Source: an optimization exercise on an open RTL-to-GDS flow (aim: small area and a short achievable clock period). Production flows keep margins and buffers that such runs may drop.
Only simulation tests tie the RTL to the original design; equivalence was not proved.

==> run D: inputs <==
==> flow/design.v (excerpt) <==
module RISC_V #(parameter LENGTH = 32)(
    input clock,reset,
    input [LENGTH-1:0] HRDATA_Instr, HRDATA_Data,
    output MemWrite,
    output [LENGTH-1:0] RegisterFile_RD2_w, HADDR,
    output [LENGTH-1:0] programCounter_Output
    );
Settings: LEC_CHECK=0, CAP_MARGIN=20, CORE_MARGIN=2, CORE_UTILIZATION=40, CTS_BUF_LIST=sky130_fd_sc_hd__clkbuf_8, SETUP_SLACK_MARGIN=5, SLEW_MARGIN=20, SYNTH_HIERARCHICAL=1; clock period 18.0 ns.
run.sh (not shown) runs the stock make flow with config.mk's settings and CLKGATE_MAP_FILE= SYNTH_SCRIPT=/design/flow/synth_recipe.tcl, a recipe that flattens the netlist after the stock synthesis.
==> run G: changes against run D <==
--- a/flow/config.mk
+++ b/flow/config.mk
@@ -5,10 +5,10 @@
 export SDC_FILE = /design/flow/constraint.sdc
 export NUM_CORES = 4
 export LEC_CHECK = 0
 export CAP_MARGIN = 20
 export CORE_MARGIN = 2
 export CORE_UTILIZATION = 40
 export CTS_BUF_LIST = sky130_fd_sc_hd__clkbuf_8
-export SETUP_SLACK_MARGIN = 5
+export SETUP_SLACK_MARGIN = 0.6
 export SLEW_MARGIN = 20
 export SYNTH_HIERARCHICAL = 1
==> run F: changes against run D <==
--- a/flow/design.v
+++ b/flow/design.v
@@ -117,17 +117,18 @@
 assign s[26] = p[26] ^ G41;
 assign s[27] = p[27] ^ G55;
 assign s[28] = p[28] ^ G35;
 assign s[29] = p[29] ^ G56;
 assign s[30] = p[30] ^ G42;
 assign s[31] = p[31] ^ G57;
 endmodule
-module rf_read (input [1023:0] q, input [4:0] a, input [31:0] w, input hit, output [31:0] d);
+module rf_read (input [1023:0] q, input [4:0] a, input [31:0] w, input hit, input [31:0] npend,
+                output [31:0] d);
 wire [31:0] dec = 32'b1 << a;
-wire [32:0] sel = {hit, dec & {32{~hit}}};
+wire [32:0] sel = {hit, dec & npend};
 genvar j, g;
 generate for (j = 0; j < 32; j = j + 1) begin : g_bit
     wire [32:0] v = {w[j], q[j+992], q[j+960], q[j+928], q[j+896], q[j+864], q[j+832], q[j+800],
                      q[j+768], q[j+736], q[j+704], q[j+672], q[j+640], q[j+608], q[j+576], q[j+544],
                      q[j+512], q[j+480], q[j+448], q[j+416], q[j+384], q[j+352], q[j+320], q[j+288],
                      q[j+256], q[j+224], q[j+192], q[j+160], q[j+128], q[j+96], q[j+64], q[j+32], q[j]};
     wire [10:0] n;
@@ -1561,23 +1562,24 @@
 genvar gq;
 generate for (gq = 0; gq < 32; gq = gq + 1) begin : g_q
     assign rfq[32*gq +: 32] = rf[gq];
 end endgenerate
 wire hit1 = p_we & (p_rd == rs1);
 wire hit2 = p_we & (p_rd == rs2);
 wire [31:0] rs1v, rs2v;
-rf_read u_rd1 (.q(rfq), .a(rs1), .w(w), .hit(hit1), .d(rs1v));
-rf_read u_rd2 (.q(rfq), .a(rs2), .w(w), .hit(hit2), .d(rs2v));
+wire [31:0] pend = {31'b0, p_we} << p_rd;
+rf_read u_rd1 (.q(rfq), .a(rs1), .w(w), .hit(hit1), .npend(~pend), .d(rs1v));
+rf_read u_rd2 (.q(rfq), .a(rs2), .w(w), .hit(hit2), .npend(~pend), .d(rs2v));
 assign RegisterFile_RD2_w = rs2v;
 wire [31:0] w0 = w & {32{~reset}};
 wire [31:0] w2 = (w & ~{32{reset}}) | (32'h7FFFEFFC & {32{reset}});
 genvar gi;
 generate for (gi = 0; gi < 32; gi = gi + 1) begin : g_rf
     always @(posedge clock)
-        if (reset | (p_we & (p_rd == gi)))
+        if (reset | pend[gi])
             rf[gi] <= (gi == 2) ? w2 : w0;
 end endgenerate
 wire [31:0] A = rs1v;
 wire [31:0] B = is_r ? rs2v : immI;
 wire is_mul = is_r & (f7 == 7'b0000001) & (f3 == 3'b000);
 wire is_alu = is_r | is_i;
 wire is_sll = (f3 == 3'b001);
==> flow/flow/run.sh (new file) <==
#!/bin/bash
set -euo pipefail
MARGIN=$(cat flow/margin.txt)
bash standard.sh synth > synth.log 2>&1
bash standard.sh SETUP_SLACK_MARGIN="$MARGIN" finish > layout.log 2>&1
==> flow/flow/margin.txt (new file) <==
7.5
==> flow/standard.sh (new file) <==
#!/bin/bash
# synth_recipe.tcl (not shown) runs the flow's synth.tcl, then flattens the netlist and writes it again
# the make line also repeats each setting of config.mk as NAME=value (left out here)
make -C /OpenROAD-flow-scripts/flow DESIGN_CONFIG=/design/flow/config.mk WORK_HOME=/design/flow/orfs CLKGATE_MAP_FILE= SYNTH_SCRIPT=/design/flow/synth_recipe.tcl "${@:-finish}"
--- a/flow/config.mk
+++ b/flow/config.mk
@@ -5,10 +5,10 @@
 export SDC_FILE = /design/flow/constraint.sdc
 export NUM_CORES = 4
 export LEC_CHECK = 0
 export CAP_MARGIN = 20
 export CORE_MARGIN = 2
 export CORE_UTILIZATION = 40
 export CTS_BUF_LIST = sky130_fd_sc_hd__clkbuf_8
-export SETUP_SLACK_MARGIN = 5
+export SETUP_SLACK_MARGIN = 0.6
 export SLEW_MARGIN = 20
 export SYNTH_HIERARCHICAL = 1
removed: flow/run.sh
==> notes <==
Run D produced a clean layout. Run G ran to the end with no violations. Run F completed without violations. Between run G and run F, the lower worst setup slack is in run G (gap 2.8 ns). The highest critical path depth belongs to run G, the lowest to run F. Flip-flop and latch count is the same in run G and run F. Of run D and run F, run F has the higher clock-buffer cell count (gap 2). Final area: run F > run D > run G. Wire length, highest first: run F, run D, run G. In die area, run F and run G hardly differ.
==> figures <==
Startpoint of the tightest hold check path: run D pc[7]; run F p_slt; run G p_slt
Post-route worst hold slack: run D 0.6872 ns; run F 0.7836 ns; run G 0.6967 ns
Multi-input logic area: run D 0.03405 mm²; run F 0.03616 mm²; run G 0.03312 mm²
Longest individual stage delay on the worst path: run D 0.56 ns; run F 0.76 ns; run G 0.84 ns
Multi-input gates: run D 3,787; run F 3,754; run G 3,782
Worst-case headroom to the max-slew limit: run D 22.65%; run F 16.89%; run G 20.06%
Xor and xnor fraction of the mapped netlist area: run D 2.153%; run F 2.152%; run G 2.153%
First-pass iteration count of the detailed router: run D 15; run F 22; run G 14
Total track usage: run D 33.87%; run F 36.66%; run G 33.21%
Pin count of the biggest net entering global routing: run D 72; run F 67; run G 72
Fraction of post-synthesis cell area in the top cell type by area: run D 45.26%; run F 45.25%; run G 45.26%
Post-CTS resize count: run D 203; run F 704; run G 0
Register-to-register setup slack: run D 5.91 ns; run F 6.81 ns; run G 5.17 ns
Fill count: run D 15,130; run F 14,530; run G 15,280
Post-synthesis cell area: run D 0.06794 mm²; run F 0.06796 mm²; run G 0.06794 mm²
Crit path buffers/inverters: run D 5; run F 4; run G 5
Clkbuf count: run D 187; run F 189; run G 187
Status: run D no timing/DRC/antenna violations; run F no timing/DRC/antenna violations; run G no timing/DRC/antenna violations

========
==> nickel: inputs <==
RISC_V, a different RTL version from the one above (not shown whole).
==> module RISC_V, before the edit <==
module RISC_V #(parameter LENGTH = 32)(
    input clock,reset,
    input [LENGTH-1:0] HRDATA_Instr, HRDATA_Data,
    output MemWrite,
    output [LENGTH-1:0] RegisterFile_RD2_w, HADDR,
    output [LENGTH-1:0] programCounter_Output
    );
wire [31:0] ins = HRDATA_Instr;
wire [6:0] op = ins[6:0];
wire [2:0] f3 = ins[14:12];
wire [6:0] f7 = ins[31:25];
wire [4:0] rd  = ins[11:7];
wire [4:0] rs1 = ins[19:15];
wire [4:0] rs2 = ins[24:20];
wire is_r     = (op == 7'b0110011);
wire is_i     = (op == 7'b0010011);
wire is_auipc = (op == 7'b0010111);
wire is_ld    = (op == 7'b0000011);
wire is_st    = (op == 7'b0100011);
wire is_br    = (op == 7'b1100011);
wire is_jal   = (op == 7'b1101111);
wire is_jalr  = (op == 7'b1100111);
wire [31:0] immI = {{20{ins[31]}}, ins[31:20]};
wire [31:0] immS = {20'h0, ins[31:25], ins[11:7]};
wire [31:0] immB = {{19{ins[31]}}, ins[31], ins[7], ins[30:25], ins[11:8], 1'b0};
wire [31:0] immJ = {{11{ins[31]}}, ins[31], ins[19:12], ins[20], ins[30:21], 1'b0};
wire [31:0] immU = {ins[31:12], 12'h0};
reg [31:0] pc;
assign programCounter_Output = pc;
reg [31:0] p_s, p_c;      
reg        p_cin;
reg        p_slt;         
reg        p_zero;        
reg        p_rev;         
reg        p_we;
reg [4:0]  p_rd;
wire [31:0] p_sum;
add32bk u_fin (.a(p_s), .b(p_c), .ci(p_cin), .s(p_sum));
wire p_lt = (p_s[31] == p_c[31]) ? p_s[31] : p_sum[31];
wire [31:0] p_sum_r;
genvar gr;
generate for (gr = 0; gr < 32; gr = gr + 1) begin : g_rev
    assign p_sum_r[gr] = p_sum[31-gr];
end endgenerate
wire [31:0] w = p_zero ? 32'b0 : p_slt ? {31'b0, p_lt} : p_rev ? p_sum_r : p_sum;
reg [31:0] rf [0:31];
wire [1023:0] rfq;
genvar gq;
generate for (gq = 0; gq < 32; gq = gq + 1) begin : g_q
    assign rfq[32*gq +: 32] = rf[gq];
end endgenerate
wire hit1 = p_we & (p_rd == rs1);
wire hit2 = p_we & (p_rd == rs2);
wire [31:0] rs1v, rs2v;
wire [31:0] pend = {31'b0, p_we} << p_rd;
rf_read u_rd1 (.q(rfq), .a(rs1), .w(w), .hit(hit1), .npend(~pend), .d(rs1v));
rf_read u_rd2 (.q(rfq), .a(rs2), .w(w), .hit(hit2), .npend(~pend), .d(rs2v));
assign RegisterFile_RD2_w = rs2v;
wire [31:0] w0 = w & {32{~reset}};
wire [31:0] w2 = (w & ~{32{reset}}) | (32'h7FFFEFFC & {32{reset}});
genvar gi;
generate for (gi = 0; gi < 32; gi = gi + 1) begin : g_rf
    always @(posedge clock)
        if (reset | pend[gi])
            rf[gi] <= (gi == 2) ? w2 : w0;
end endgenerate
wire [31:0] A = rs1v;
wire [31:0] B = is_r ? rs2v : immI;
wire is_mul = is_r & (f7 == 7'b0000001) & (f3 == 3'b000);
wire is_alu = is_r | is_i;
wire is_sll = (f3 == 3'b001);
wire is_srl = (f3 == 3'b101);
wire [31:0] rs1r;
generate for (gr = 0; gr < 32; gr = gr + 1) begin : g_rev1
    assign rs1r[gr] = rs1v[31-gr];
end endgenerate
wire big = is_alu & is_srl & (|B[31:5]);
wire [31:0] ma = is_srl ? rs1r : rs1v;
wire [31:0] mul_s, mul_c;
mul_tree u_mul (.a(ma), .b(rs2v), .sh(is_sll | is_srl), .n(B[4:0]), .s(mul_s), .c(mul_c));
reg [31:0] x, y;
reg cin, slt, rev;
always @* begin
    x = 32'b0; y = 32'b0; cin = 1'b0; slt = 1'b0; rev = 1'b0;
    if (is_alu) begin
        case (f3)
        3'b000: begin x = A; y = B; end
        3'b100: begin x = A; y = ~B; cin = 1'b1; end
        3'b111: x = A & B;
        3'b110: x = A | B;
        3'b001: begin x = mul_s; y = mul_c; end
        3'b101: begin x = mul_s; y = mul_c; rev = 1'b1; end
        default: begin x = A; y = ~B; cin = 1'b1; slt = 1'b1; end
        endcase
        if (is_mul) begin x = mul_s; y = mul_c; cin = 1'b0; end
    end else if (is_ld) begin
        x = HRDATA_Data;
    end else if (is_auipc) begin
        x = pc; y = immU;
    end else begin
        x = pc; y = 32'd4;
    end
end
wire we = is_alu | is_ld | is_auipc | is_jal | is_jalr;
always @(posedge clock) begin
    p_s   <= x;
    p_c   <= y;
    p_cin <= cin;
    p_slt <= slt;
    p_zero <= big;
    p_rev <= rev;
    p_rd  <= rd;
    p_we  <= we & ~reset;
end
wire [31:0] pcim;
wire [31:0] agu;
add32sk u_agu (.a(rs1v), .b(is_st ? immS : immI), .s(agu));
wire eq = (rs1v == rs2v);
wire take = is_jal | (is_br & ((f3 == 3'b000) & eq | (f3 == 3'b001) & ~eq));
add32bk u_pcim (.a(pc), .b(is_jal ? immJ : take ? immB : 32'd4), .ci(1'b0), .s(pcim));
wire [31:0] npc = is_jalr ? agu : pcim;
always @(posedge clock, posedge reset)
    if (reset) pc <= 32'h00400000;
    else       pc <= npc;
assign HADDR = (is_ld | is_st) ? agu : pc;
assign MemWrite = is_st & ~reset;
endmodule
==> flow/config.mk <==
export PLATFORM = sky130hd
export DESIGN_NAME = RISC_V
export DESIGN_NICKNAME = RISC_V
export VERILOG_FILES = /design/flow/design.v
export SDC_FILE = /design/flow/constraint.sdc
export NUM_CORES = 4
export LEC_CHECK = 0
export CAP_MARGIN = 20
export CORE_MARGIN = 2
export CORE_UTILIZATION = 40
export CTS_BUF_LIST = sky130_fd_sc_hd__clkbuf_8
export SETUP_SLACK_MARGIN = 5
export SLEW_MARGIN = 20
export SYNTH_HIERARCHICAL = 1
==> flow/constraint.sdc <==
create_clock -name core_clock -period 18.0 [get_ports {clock}]
set_input_delay 3.6000 -clock core_clock [delete_from_list [all_inputs] [get_ports {clock}]]
set_output_delay 3.6000 -clock core_clock [all_outputs]
set_load 0.01 [all_outputs]
standard.sh (not shown) runs the stock make flow with config.mk's settings and CLKGATE_MAP_FILE= SYNTH_SCRIPT=/design/flow/synth_recipe.tcl, a recipe that flattens the netlist after the stock synthesis.
==> flow/flow/run.sh <==
#!/bin/bash
# Own layout flow: the standard synthesis and layout steps, with the port
# buffers that placement inserts made plain buffers (buf_2) instead of the
# delay cells buffer_ports picks by default, and timing repair aimed at the
# setup margin in flow/margin.txt (the SDC and clock period are unchanged).
# Each step's log is under orfs/logs; the two make runs log to synth.log and
# layout.log here.
set -euo pipefail
MARGIN=$(cat flow/margin.txt)
bash standard.sh synth > synth.log 2>&1
bash standard.sh "BUFFER_PORTS_ARGS=-buffer_cell sky130_fd_sc_hd__buf_2" SETUP_SLACK_MARGIN="$MARGIN" finish > layout.log 2>&1
==> flow/flow/margin.txt <==
6
==> lagoon (differences from nickel) <==
--- a/flow/design.v
+++ b/flow/design.v
@@ -198,4 +198,205 @@
 assign s[31] = p[31] ^ G79;
 endmodule
+module add32skc (input [31:0] a, input [31:0] b, input ci, output [31:0] s);
+wire [31:0] p, g;
+genvar i;
+generate for (i = 0; i < 32; i = i + 1) begin : g_pg
+    pg_ha u (.a(a[i]), .b(b[i]), .p(p[i]), .g(g[i]));
+end endgenerate
+wire gc0;
+pg_g u0 (.g1(g[0]), .p1(p[0]), .g0(ci), .g(gc0));
+wire G1;
+pg_g u1 (.g1(g[1]), .p1(p[1]), .g0(gc0), .g(G1));
+wire G2, P2;
+pg_gp u2 (.g1(g[3]), .p1(p[3]), .g0(g[2]), .p0(p[2]), .g(G2), .p(P2));
+wire G3, P3;
+pg_gp u3 (.g1(g[5]), .p1(p[5]), .g0(g[4]), .p0(p[4]), .g(G3), .p(P3));
+wire G4, P4;
+pg_gp u4 (.g1(g[7]), .p1(p[7]), .g0(g[6]), .p0(p[6]), .g(G4), .p(P4));
+wire G5, P5;
+pg_gp u5 (.g1(g[9]), .p1(p[9]), .g0(g[8]), .p0(p[8]), .g(G5), .p(P5));
+wire G6, P6;
+pg_gp u6 (.g1(g[11]), .p1(p[11]), .g0(g[10]), .p0(p[10]), .g(G6), .p(P6));
+wire G7, P7;
+pg_gp u7 (.g1(g[13]), .p1(p[13]), .g0(g[12]), .p0(p[12]), .g(G7), .p(P7));
+wire G8, P8;
+pg_gp u8 (.g1(g[15]), .p1(p[15]), .g0(g[14]), .p0(p[14]), .g(G8), .p(P8));
+wire G9, P9;
+pg_gp u9 (.g1(g[17]), .p1(p[17]), .g0(g[16]), .p0(p[16]), .g(G9), .p(P9));
+wire G10, P10;
+pg_gp u10 (.g1(g[19]), .p1(p[19]), .g0(g[18]), .p0(p[18]), .g(G10), .p(P10));
+wire G11, P11;
+pg_gp u11 (.g1(g[21]), .p1(p[21]), .g0(g[20]), .p0(p[20]), .g(G11), .p(P11));
+wire G12, P12;
+pg_gp u12 (.g1(g[23]), .p1(p[23]), .g0(g[22]), .p0(p[22]), .g(G12), .p(P12));
+wire G13, P13;
+pg_gp u13 (.g1(g[25]), .p1(p[25]), .g0(g[24]), .p0(p[24]), .g(G13), .p(P13));
+wire G14, P14;
+pg_gp u14 (.g1(g[27]), .p1(p[27]), .g0(g[26]), .p0(p[26]), .g(G14), .p(P14));
+wire G15, P15;
+pg_gp u15 (.g1(g[29]), .p1(p[29]), .g0(g[28]), .p0(p[28]), .g(G15), .p(P15));
+wire G16, P16;
+pg_gp u16 (.g1(g[31]), .p1(p[31]), .g0(g[30]), .p0(p[30]), .g(G16), .p(P16));
+wire G17;
+pg_g u17 (.g1(g[2]), .p1(p[2]), .g0(G1), .g(G17));
+wire G18;
+pg_g u18 (.g1(G2), .p1(P2), .g0(G1), .g(G18));
+wire G19, P19;
+pg_gp u19 (.g1(g[6]), .p1(p[6]), .g0(G3), .p0(P3), .g(G19), .p(P19));
+wire G20, P20;
+pg_gp u20 (.g1(G4), .p1(P4), .g0(G3), .p0(P3), .g(G20), .p(P20));
+wire G21, P21;
+pg_gp u21 (.g1(g[10]), .p1(p[10]), .g0(G5), .p0(P5), .g(G21), .p(P21));
+wire G22, P22;
+pg_gp u22 (.g1(G6), .p1(P6), .g0(G5), .p0(P5), .g(G22), .p(P22));
+wire G23, P23;
+pg_gp u23 (.g1(g[14]), .p1(p[14]), .g0(G7), .p0(P7), .g(G23), .p(P23));
+wire G24, P24;
+pg_gp u24 (.g1(G8), .p1(P8), .g0(G7), .p0(P7), .g(G24), .p(P24));
+wire G25, P25;
+pg_gp u25 (.g1(g[18]), .p1(p[18]), .g0(G9), .p0(P9), .g(G25), .p(P25));
+wire G26, P26;
+pg_gp u26 (.g1(G10), .p1(P10), .g0(G9), .p0(P9), .g(G26), .p(P26));
+wire G27, P27;
+pg_gp u27 (.g1(g[22]), .p1(p[22]), .g0(G11), .p0(P11), .g(G27), .p(P27));
+wire G28, P28;
+pg_gp u28 (.g1(G12), .p1(P12), .g0(G11), .p0(P11), .g(G28), .p(P28));
+wire G29, P29;
+pg_gp u29 (.g1(g[26]), .p1(p[26]), .g0(G13), .p0(P13), .g(G29), .p(P29));
+wire G30, P30;
+pg_gp u30 (.g1(G14), .p1(P14), .g0(G13), .p0(P13), .g(G30), .p(P30));
+wire G31, P31;
+pg_gp u31 (.g1(g[30]), .p1(p[30]), .g0(G15), .p0(P15), .g(G31), .p(P31));
+wire G32, P32;
+pg_gp u32 (.g1(G16), .p1(P16), .g0(G15), .p0(P15), .g(G32), .p(P32));
+wire G33;
+pg_g u33 (.g1(g[4]), .p1(p[4]), .g0(G18), .g(G33));
+wire G34;
+pg_g u34 (.g1(G3), .p1(P3), .g0(G18), .g(G34));
+wire G35;
+pg_g u35 (.g1(G19), .p1(P19), .g0(G18), .g(G35));
+wire G36;
+pg_g u36 (.g1(G20), .p1(P20), .g0(G18), .g(G36));
+wire G37, P37;
+pg_gp u37 (.g1(g[12]), .p1(p[12]), .g0(G22), .p0(P22), .g(G37), .p(P37));
+wire G38, P38;
+pg_gp u38 (.g1(G7), .p1(P7), .g0(G22), .p0(P22), .g(G38), .p(P38));
+wire G39, P39;
+pg_gp u39 (.g1(G23), .p1(P23), .g0(G22), .p0(P22), .g(G39), .p(P39));
+wire G40, P40;
+pg_gp u40 (.g1(G24), .p1(P24), .g0(G22), .p0(P22), .g(G40), .p(P40));
+wire G41, P41;
+pg_gp u41 (.g1(g[20]), .p1(p[20]), .g0(G26), .p0(P26), .g(G41), .p(P41));
+wire G42, P42;
+pg_gp u42 (.g1(G11), .p1(P11), .g0(G26), .p0(P26), .g(G42), .p(P42));
+wire G43, P43;
+pg_gp u43 (.g1(G27), .p1(P27), .g0(G26), .p0(P26), .g(G43), .p(P43));
+wire G44, P44;
+pg_gp u44 (.g1(G28), .p1(P28), .g0(G26), .p0(P26), .g(G44), .p(P44));
+wire G45, P45;
+pg_gp u45 (.g1(g[28]), .p1(p[28]), .g0(G30), .p0(P30), .g(G45), .p(P45));
+wire G46, P46;
+pg_gp u46 (.g1(G15), .p1(P15), .g0(G30), .p0(P30), .g(G46), .p(P46));
+wire G47, P47;
+pg_gp u47 (.g1(G31), .p1(P31), .g0(G30), .p0(P30), .g(G47), .p(P47));
+wire G48, P48;
+pg_gp u48 (.g1(G32), .p1(P32), .g0(G30), .p0(P30), .g(G48), .p(P48));
+wire G49;
+pg_g u49 (.g1(g[8]), .p1(p[8]), .g0(G36), .g(G49));
+wire G50;
+pg_g u50 (.g1(G5), .p1(P5), .g0(G36), .g(G50));
+wire G51;
+pg_g u51 (.g1(G21), .p1(P21), .g0(G36), .g(G51));
+wire G52;
+pg_g u52 (.g1(G22), .p1(P22), .g0(G36), .g(G52));
+wire G53;
+pg_g u53 (.g1(G37), .p1(P37), .g0(G36), .g(G53));
+wire G54;
+pg_g u54 (.g1(G38), .p1(P38), .g0(G36), .g(G54));
+wire G55;
+pg_g u55 (.g1(G39), .p1(P39), .g0(G36), .g(G55));
+wire G56;
+pg_g u56 (.g1(G40), .p1(P40), .g0(G36), .g(G56));
+wire G57, P57;
+pg_gp u57 (.g1(g[24]), .p1(p[24]), .g0(G44), .p0(P44), .g(G57), .p(P57));
+wire G58, P58;
+pg_gp u58 (.g1(G13), .p1(P13), .g0(G44), .p0(P44), .g(G58), .p(P58));
+wire G59, P59;
+pg_gp u59 (.g1(G29), .p1(P29), .g0(G44), .p0(P44), .g(G59), .p(P59));
+wire G60, P60;
+pg_gp u60 (.g1(G30), .p1(P30), .g0(G44), .p0(P44), .g(G60), .p(P60));
+wire G61, P61;
+pg_gp u61 (.g1(G45), .p1(P45), .g0(G44), .p0(P44), .g(G61), .p(P61));
+wire G62, P62;
+pg_gp u62 (.g1(G46), .p1(P46), .g0(G44), .p0(P44), .g(G62), .p(P62));
+wire G63, P63;
+pg_gp u63 (.g1(G47), .p1(P47), .g0(G44), .p0(P44), .g(G63), .p(P63));
+wire G64, P64;
+pg_gp u64 (.g1(G48), .p1(P48), .g0(G44), .p0(P44), .g(G64), .p(P64));
+wire G65;
+pg_g u65 (.g1(g[16]), .p1(p[16]), .g0(G56), .g(G65));
+wire G66;
+pg_g u66 (.g1(G9), .p1(P9), .g0(G56), .g(G66));
+wire G67;
+pg_g u67 (.g1(G25), .p1(P25), .g0(G56), .g(G67));
+wire G68;
+pg_g u68 (.g1(G26), .p1(P26), .g0(G56), .g(G68));
+wire G69;
+pg_g u69 (.g1(G41), .p1(P41), .g0(G56), .g(G69));
+wire G70;
+pg_g u70 (.g1(G42), .p1(P42), .g0(G56), .g(G70));
+wire G71;
+pg_g u71 (.g1(G43), .p1(P43), .g0(G56), .g(G71));
+wire G72;
+pg_g u72 (.g1(G44), .p1(P44), .g0(G56), .g(G72));
+wire G73;
+pg_g u73 (.g1(G57), .p1(P57), .g0(G56), .g(G73));
+wire G74;
+pg_g u74 (.g1(G58), .p1(P58), .g0(G56), .g(G74));
+wire G75;
+pg_g u75 (.g1(G59), .p1(P59), .g0(G56), .g(G75));
+wire G76;
+pg_g u76 (.g1(G60), .p1(P60), .g0(G56), .g(G76));
+wire G77;
+pg_g u77 (.g1(G61), .p1(P61), .g0(G56), .g(G77));
+wire G78;
+pg_g u78 (.g1(G62), .p1(P62), .g0(G56), .g(G78));
+wire G79;
+pg_g u79 (.g1(G63), .p1(P63), .g0(G56), .g(G79));
+wire G80;
+pg_g u80 (.g1(G64), .p1(P64), .g0(G56), .g(G80));
+assign s[0] = p[0] ^ ci;
+assign s[1] = p[1] ^ gc0;
+assign s[2] = p[2] ^ G1;
+assign s[3] = p[3] ^ G17;
+assign s[4] = p[4] ^ G18;
+assign s[5] = p[5] ^ G33;
+assign s[6] = p[6] ^ G34;
+assign s[7] = p[7] ^ G35;
+assign s[8] = p[8] ^ G36;
+assign s[9] = p[9] ^ G49;
+assign s[10] = p[10] ^ G50;
+assign s[11] = p[11] ^ G51;
+assign s[12] = p[12] ^ G52;
+assign s[13] = p[13] ^ G53;
+assign s[14] = p[14] ^ G54;
+assign s[15] = p[15] ^ G55;
+assign s[16] = p[16] ^ G56;
+assign s[17] = p[17] ^ G65;
+assign s[18] = p[18] ^ G66;
+assign s[19] = p[19] ^ G67;
+assign s[20] = p[20] ^ G68;
+assign s[21] = p[21] ^ G69;
+assign s[22] = p[22] ^ G70;
+assign s[23] = p[23] ^ G71;
+assign s[24] = p[24] ^ G72;
+assign s[25] = p[25] ^ G73;
+assign s[26] = p[26] ^ G74;
+assign s[27] = p[27] ^ G75;
+assign s[28] = p[28] ^ G76;
+assign s[29] = p[29] ^ G77;
+assign s[30] = p[30] ^ G78;
+assign s[31] = p[31] ^ G79;
+endmodule
 module pg_ha (input a, input b, output p, output g);
 assign p = a ^ b;
@@ -1773,13 +1974,6 @@
 reg        p_we;
 reg [4:0]  p_rd;
-wire [31:0] p_sum;
-add32bk u_fin (.a(p_s), .b(p_c), .ci(p_cin), .s(p_sum));
-wire p_lt = (p_s[31] == p_c[31]) ? p_s[31] : p_sum[31];
-wire [31:0] p_sum_r;
-genvar gr;
-generate for (gr = 0; gr < 32; gr = gr + 1) begin : g_rev
-    assign p_sum_r[gr] = p_sum[31-gr];
-end endgenerate
-wire [31:0] w = p_zero ? 32'b0 : p_slt ? {31'b0, p_lt} : p_rev ? p_sum_r : p_sum;
+wire [31:0] w;
+fin32 u_fin (.s(p_s), .c(p_c), .cin(p_cin), .slt(p_slt), .rev(p_rev), .zero(p_zero), .w(w));
 reg [31:0] rf [0:31];
 wire [1023:0] rfq;
@@ -1809,4 +2003,5 @@
 wire is_sll = (f3 == 3'b001);
 wire is_srl = (f3 == 3'b101);
+genvar gr;
 wire [31:0] rs1r;
 generate for (gr = 0; gr < 32; gr = gr + 1) begin : g_rev1
@@ -1864,2 +2059,14 @@
 assign MemWrite = is_st & ~reset;
 endmodule
+module fin32 (input [31:0] s, input [31:0] c, input cin, input slt, input rev, input zero,
+              output [31:0] w);
+wire [31:0] sum;
+add32skc u_add (.a(s), .b(c), .ci(cin), .s(sum));
+wire lt = (s[31] == c[31]) ? s[31] : sum[31];
+wire [31:0] sum_r;
+genvar i;
+generate for (i = 0; i < 32; i = i + 1) begin : g_rev
+    assign sum_r[i] = sum[31-i];
+end endgenerate
+assign w = zero ? 32'b0 : slt ? {31'b0, lt} : rev ? sum_r : sum;
+endmodule
==> flow/flow/margin.txt (replaced) <==
6.5
--- a/flow/config.mk
+++ b/flow/config.mk
@@ -10,4 +10,6 @@
 export CORE_UTILIZATION = 40
 export CTS_BUF_LIST = sky130_fd_sc_hd__clkbuf_8
+export CTS_CLUSTER_DIAMETER = 80
+export CTS_CLUSTER_SIZE = 12
 export SETUP_SLACK_MARGIN = 5
 export SLEW_MARGIN = 20
==> notes.md <==
- In nickel the synthesized cell count is lower than in lagoon, by about 0.54%.
- Of nickel and lagoon, lagoon has the higher clock skew (gap 0.014 ns).
- lagoon finished clean. nickel completed with no timing, DRC or antenna violations.
- Against lagoon, the setup slack of nickel is worse by 0.29 ns.
- Against nickel, the final cell count of lagoon is smaller by 1.6%.

==> afterwards: timing with drivers on the ports <==
The flow's constraints put no driver on any port. The routed layouts listed below were extracted and timed again, unchanged, in two steps. Step 1 sets driving cells, clkbuf_16 on the clock port and buf_2 on the other inputs (assumed; they add their load-dependent delay and slew). Step 2, shift: input delay + t, output delay - t, t = (earliest + latest rising clock arrival at the registers) / 2. This alone moves slack from input paths to output paths. a / b / c = ideal ports / drivers / drivers and shift; a / b = the first two.
run | t, ns | setup WS [ns] | hold slack, ns | latest minus earliest clock arrival (ns) | slew at the worst register clock pin (ns)
run D | 1.018 | 4.917 / 4.880 / 4.039 | 0.687 / 0.687 / 0.687 | 0.083 / 0.083 | 0.07 / 0.07
run G | 1.045 | 3.095 / 3.071 / 2.838 | 0.697 / 0.697 / 0.697 | 0.073 / 0.072 | 0.07 / 0.07
run F | 1.018 | 5.887 / 5.819 / 5.769 | 0.784 / 0.784 / 0.784 | 0.078 / 0.078 | 0.08 / 0.08
nickel | 0.984 | 5.952 / 5.894 / 5.194 | 0.660 / 0.660 / 0.660 | 0.091 / 0.091 | 0.07 / 0.07
lagoon | 0.971 | 6.240 / 5.997 / 5.452 | 0.651 / 0.651 / 0.651 | 0.104 / 0.104 | 0.10 / 0.10
After both steps every run listed still meets setup and hold. The setup slack of run D, which loses most, moves by -0.037 ns with the drivers and by -0.878 ns with both steps.
